This design comes from an exercise in tuning for small area on the open sky130 flow, not from production work. The RTL was checked by simulation tests, not by an equivalence proof against the original design.

== run 1 ==
Design dwt_pe, start of the top module:
module dwt_pe #(parameter DATA_WIDTH = 32)
(
    input clk,
    input rst,
    input[DATA_WIDTH-1:0] transform1,
    input[DATA_WIDTH-1:0] transform2,
    input[DATA_WIDTH-1:0] transform3,
    input[DATA_WIDTH-1:0] transform4,
    input[DATA_WIDTH-1:0] transform5,
    input[DATA_WIDTH-1:0] transform6,
    input[DATA_WIDTH-1:0] data_in1,
    input[DATA_WIDTH-1:0] data_in2,
    input[DATA_WIDTH-1:0] data_in3,
    input[DATA_WIDTH-1:0] data_in4,
    input[DATA_WIDTH-1:0] data_in5,
    input[DATA_WIDTH-1:0] data_in6,
    output reg [DATA_WIDTH-1:0] data_out
);
Size in the first run: about 3,200 cells after synthesis, about 170 flip-flops, roughly 420 I/O pins.
==> flow/config.mk <==
export PLATFORM = sky130hd
export DESIGN_NAME = dwt_pe
export DESIGN_NICKNAME = dwt_pe
export VERILOG_FILES = /design/flow/design.v
export SDC_FILE = /design/flow/constraint.sdc
export NUM_CORES = 4
export LEC_CHECK = 0
export CAP_MARGIN = 20
export CORE_MARGIN = 2
export CORE_UTILIZATION = 60
export PLACE_DENSITY = 0.75
export SLEW_MARGIN = 20
==> flow/constraint.sdc <==
create_clock -name core_clock -period 10.0 [get_ports {clk}]
set_input_delay 2.0000 -clock core_clock [delete_from_list [all_inputs] [get_ports {clk}]]
set_output_delay 2.0000 -clock core_clock [all_outputs]
set_load 0.01 [all_outputs]
standard.sh (not shown) runs the stock make flow with config.mk's settings and CLKGATE_MAP_FILE= SYNTH_SCRIPT=/design/flow/synth_recipe.tcl, a recipe that flattens the netlist after the stock synthesis.
==> flow/flow/run.sh <==
#!/bin/bash
# The standard layout, with the smallest buffer (buf_1) as the port
# buffers in place of the resizer's own pick (clkdlybuf4s50_1).
set -euo pipefail
export BUFFER_PORTS_ARGS="-buffer_cell sky130_fd_sc_hd__buf_1"
bash standard.sh > standard.log 2>&1
Setup changes, run 1 to run 2
Settings: PLACE_DENSITY changed from 0.75 to 0.6; CORE_UTILIZATION changed from 60 to 40.
==> flow/run.sh (new file) <==
#!/bin/bash
# synth_recipe.tcl (not shown) runs the flow's synth.tcl, then flattens the netlist and writes it again
# the make line also repeats each setting of config.mk as NAME=value (left out here)
make -C /OpenROAD-flow-scripts/flow DESIGN_CONFIG=/design/flow/config.mk WORK_HOME=/design/flow/orfs CLKGATE_MAP_FILE= SYNTH_SCRIPT=/design/flow/synth_recipe.tcl finish
removed: flow/flow/run.sh
removed: flow/standard.sh
==> run notes <==
- Hold slack, run 1 and run 2, lower one = run 2.
- From run 1 to run 2 the numbers moved as follows: number of diodes saw a decrease.
- Run 2: all stages complete, timing, DRC and antenna checks passed
Inputs modified between run 2 and run 3:
==> flow/flow/run.sh (new file) <==
#!/bin/bash
# The standard layout, with the smallest buffer (buf_1) as the port
# buffers in place of the resizer's own pick (clkdlybuf4s50_1).
set -euo pipefail
export BUFFER_PORTS_ARGS="-buffer_cell sky130_fd_sc_hd__buf_1"
bash standard.sh > standard.log 2>&1
==> flow/standard.sh (new file) <==
#!/bin/bash
# synth_recipe.tcl (not shown) runs the flow's synth.tcl, then flattens the netlist and writes it again
# the make line also repeats each setting of config.mk as NAME=value (left out here)
make -C /OpenROAD-flow-scripts/flow DESIGN_CONFIG=/design/flow/config.mk WORK_HOME=/design/flow/orfs CLKGATE_MAP_FILE= SYNTH_SCRIPT=/design/flow/synth_recipe.tcl "${@:-finish}"
removed: flow/run.sh
Findings:
Lower top achievable clock speed goes to run 2 over run 3.
Against run 2, run 3 comes in 189 higher on final-layout fill cell count.

========
Setup of alpha:
dwt_pe, a different RTL version from the one above (not shown whole).
Size in the first run: ~170 flip-flops, roughly 24,000 µm² of cells after synthesis.
==> flow/design.v (excerpt) <==
module dwt_pe #(parameter DATA_WIDTH = 32)
(
    input clk,
    input rst,
    input[DATA_WIDTH-1:0] transform1,
    input[DATA_WIDTH-1:0] transform2,
    input[DATA_WIDTH-1:0] transform3,
    input[DATA_WIDTH-1:0] transform4,
    input[DATA_WIDTH-1:0] transform5,
    input[DATA_WIDTH-1:0] transform6,
    input[DATA_WIDTH-1:0] data_in1,
    input[DATA_WIDTH-1:0] data_in2,
    input[DATA_WIDTH-1:0] data_in3,
    input[DATA_WIDTH-1:0] data_in4,
    input[DATA_WIDTH-1:0] data_in5,
    input[DATA_WIDTH-1:0] data_in6,
    output reg [DATA_WIDTH-1:0] data_out
);
Settings: LEC_CHECK=0, ABC_AREA=1, CAP_MARGIN=20, CORE_MARGIN=2, CORE_UTILIZATION=40, PLACE_DENSITY=0.6, SLEW_MARGIN=20; clock period 10.0 ns.
==> flow/flow/run.sh <==
#!/bin/bash
# The standard layout (standard.sh) with two changes:
#  - port buffers are buf_1, the smallest buffer, instead of the resizer's
#    own pick (clkdlybuf4s50_1);
#  - synthesis maps the logic with flow/map.abc (one &nf pass with area
#    recovery) in place of ORFS's ABC script. The rest of synthesis is
#    synth_recipe.tcl and ORFS's synth.tcl unchanged, so the registers (their
#    inference, names and cells) are those of the standard synthesis.
set -euo pipefail
W=$PWD
sed "s|^source \$::env(SCRIPTS_DIR)/synth_preamble.tcl\$|&\nlset abc_args 1 $W/flow/map.abc|" \
    "$FLOW_HOME/scripts/synth.tcl" > "$W/synth_map.tcl"
grep -q "^lset abc_args 1 " "$W/synth_map.tcl"
sed "s|source \$::env(SCRIPTS_DIR)/synth.tcl|source $W/synth_map.tcl|" \
    "$W/synth_recipe.tcl" > "$W/synth_recipe_map.tcl"
grep -q "synth_map.tcl" "$W/synth_recipe_map.tcl"
sed "s|SYNTH_SCRIPT=[^ ]*|SYNTH_SCRIPT=$W/synth_recipe_map.tcl|" "$W/standard.sh" > "$W/standard_map.sh"
grep -q "synth_recipe_map.tcl" "$W/standard_map.sh"
export BUFFER_PORTS_ARGS="-buffer_cell sky130_fd_sc_hd__buf_1"
bash "$W/standard_map.sh" > "$W/standard.log" 2>&1
==> flow/flow/map.abc <==
&get -n
&st
&dch
&nf -p -R 20 -F 8
&put
buffer -c
topo
stime -c
upsize -c
dnsize -c
alpha has completed all stages; timing, DRC and antenna checks passed.
Changes in beta relative to alpha:
==> flow/flow/run.sh <==
#!/bin/bash
# The standard layout, with the smallest buffer (buf_1) as the port
# buffers in place of the resizer's own pick (clkdlybuf4s50_1).
set -euo pipefail
export BUFFER_PORTS_ARGS="-buffer_cell sky130_fd_sc_hd__buf_1"
bash standard.sh > standard.log 2>&1
removed: flow/flow/map.abc
==> run notes <==
Number of clock buffer instances in the layout was lower in beta than in alpha.
The overall track demand over capacity in global routing of beta exceeds that of alpha by 0.33 points.
In beta the required arrival time at the worst endpoint turned out 0.03 ns lower than in alpha.
Per the comparison of beta with alpha, time the final worst path needs with I/O delays and setup lost 0.17 ns.
Summary of the comparison: via-per-instance ratio is lower in beta, relative to alpha.
The routed wire length in beta was higher than what alpha gave.
[beta vs alpha] average instance area after synthesis: lower in beta
Largest net degree at the start of global routing was lower in beta than in alpha.
Diff alpha -> beta | first-pass iteration count of the detailed router | decrease of 3
Changes in gamma relative to beta:
==> flow/flow/run.sh <==
#!/bin/bash
# The standard layout (standard.sh) with three changes:
#  - port buffers are buf_1, the smallest buffer, instead of the resizer's
#    own pick (clkdlybuf4s50_1);
#  - synthesis extracts full adders (extract_fa) before the quick abc pass of
#    yosys's fine step rather than after it, so the explicit full adders of
#    the RTL map to fa_1 cells without inverters between them;
#  - the final technology mapping uses flow/map.abc (one &nf pass with area
#    recovery) in place of ORFS's ABC script.
# The rest of synthesis is synth_recipe.tcl and ORFS's synth.tcl unchanged, so
# the registers (their inference, names and cells) are the standard ones.
set -euo pipefail
W=$PWD
sed -e "s|^source \$::env(SCRIPTS_DIR)/synth_preamble.tcl\$|&\nlset abc_args 1 $W/flow/map.abc|" \
    -e 's|^  synth -top $::env(DESIGN_NAME) -run fine: {\*}$synth_full_args$|  synth -top $::env(DESIGN_NAME) -run fine:check -noabc {*}$synth_full_args\n  extract_fa\n  techmap -map $::env(ADDER_MAP_FILE)\n  techmap\n  opt -fast\n  abc -fast\n  opt -fast\n  synth -top $::env(DESIGN_NAME) -run check: {*}$synth_full_args|' \
    "$FLOW_HOME/scripts/synth.tcl" > "$W/synth_map.tcl"
grep -q "^lset abc_args 1 " "$W/synth_map.tcl"
grep -q "^  extract_fa$" "$W/synth_map.tcl"
sed "s|source \$::env(SCRIPTS_DIR)/synth.tcl|source $W/synth_map.tcl|" \
    "$W/synth_recipe.tcl" > "$W/synth_recipe_map.tcl"
grep -q "synth_map.tcl" "$W/synth_recipe_map.tcl"
sed "s|SYNTH_SCRIPT=[^ ]*|SYNTH_SCRIPT=$W/synth_recipe_map.tcl|" "$W/standard.sh" > "$W/standard_map.sh"
grep -q "synth_recipe_map.tcl" "$W/standard_map.sh"
export BUFFER_PORTS_ARGS="-buffer_cell sky130_fd_sc_hd__buf_1"
bash "$W/standard_map.sh" > "$W/standard.log" 2>&1
==> flow/flow/map.abc (new file) <==
&get -n
&st
&dch
&nf -p -R 20 -F 8
&put
buffer -c
topo
stime -c
upsize -c
dnsize -c
diff --git a/flow/config.mk b/flow/config.mk
--- a/flow/config.mk
+++ b/flow/config.mk
@@ -10,4 +10,6 @@
 export CORE_MARGIN = 2
 export CORE_UTILIZATION = 40
+export CTS_BUF_LIST = sky130_fd_sc_hd__clkbuf_8
+export CTS_CLUSTER_SIZE = 12
 export PLACE_DENSITY = 0.6
 export SLEW_MARGIN = 20
## What came out
gamma finished all stages; the layout is clean.
Between beta and gamma, number of vias after detailed routing decreased.
The delay contributed by the slowest stage of the critical path reported for gamma is greater than that of beta by 0.03 ns.
[gamma] buffer count excluding the clock tree in the final layout rose 47 relative to beta
Comparing beta against gamma, there is no change at all in share of flip-flops with an asynchronous set or reset after synthesis.
What delta does differently from gamma at the input level:
==> flow/flow/run.sh <==
#!/bin/bash
# The standard layout, with the smallest buffer (buf_1) as the port
# buffers in place of the resizer's own pick (clkdlybuf4s50_1).
set -euo pipefail
export BUFFER_PORTS_ARGS="-buffer_cell sky130_fd_sc_hd__buf_1"
bash standard.sh > standard.log 2>&1
diff --git a/flow/config.mk b/flow/config.mk
--- a/flow/config.mk
+++ b/flow/config.mk
@@ -6,10 +6,7 @@
 export NUM_CORES = 4
 export LEC_CHECK = 0
-export ABC_AREA = 1
 export CAP_MARGIN = 20
 export CORE_MARGIN = 2
 export CORE_UTILIZATION = 40
-export CTS_BUF_LIST = sky130_fd_sc_hd__clkbuf_8
-export CTS_CLUSTER_SIZE = 12
 export PLACE_DENSITY = 0.6
 export SLEW_MARGIN = 20
removed: flow/flow/map.abc
[summary]
From gamma to delta the numbers moved as follows: utilization down 0.48 points; worst hold-check slack down 0.039 ns. Side by side, area of the mapped netlist turned out higher in delta than in gamma. gamma → delta: reg-to-reg setup timing slack shrank by 0.12 ns, number of instances in the placed design increased by 528 relative to the old numbers, synthesized cell count went up by 428, total iterations of the first detailed-routing run went down 8. When the final numbers for gamma and delta were put side by side, the sequential share of layout area turned out to be smaller in delta.

==> afterwards: timing with drivers on the ports <==
No port has a modelled driver above. Below, the same layouts with a new extraction and two added sets of constraints.
Step 1 assumes that a clkbuf_16 drives the clock port and a buf_2 every other input.
Step 2 adds t to the input delays and takes it off the output delays; t is the mean of the earliest and latest rising clock arrival at the registers after step 1. Input paths then give back, and output paths get back, about the clock's delay inside the block.
a / b / c = no drivers / after step 1 / after step 2; a / b = the first two.
run | t (ns) | setup WS [ns] | worst setup path after step 2 | cell pins on the clock port's net
run 1 | 0.493 | 0.350 / 0.385 / -0.109 | input to register | 1
run 2 | 0.495 | 0.574 / 0.574 / 0.246 | input to register | 1
run 3 | 0.509 | 0.648 / 0.648 / 0.648 | register to register | 1
alpha | 0.502 | 0.794 / 0.794 / 0.436 | input to register | 1
beta | 0.502 | 0.968 / 0.968 / 0.721 | input to register | 1
gamma | 0.502 | 0.644 / 0.644 / 0.369 | input to register | 1
delta | 0.500 | 0.527 / 0.527 / 0.484 | input to register | 1
With both steps, setup timing fails in run 1, where it was met with ideal ports. The setup slack of run 1, which loses most, moves by +0.035 ns with the drivers and by -0.459 ns with both steps.
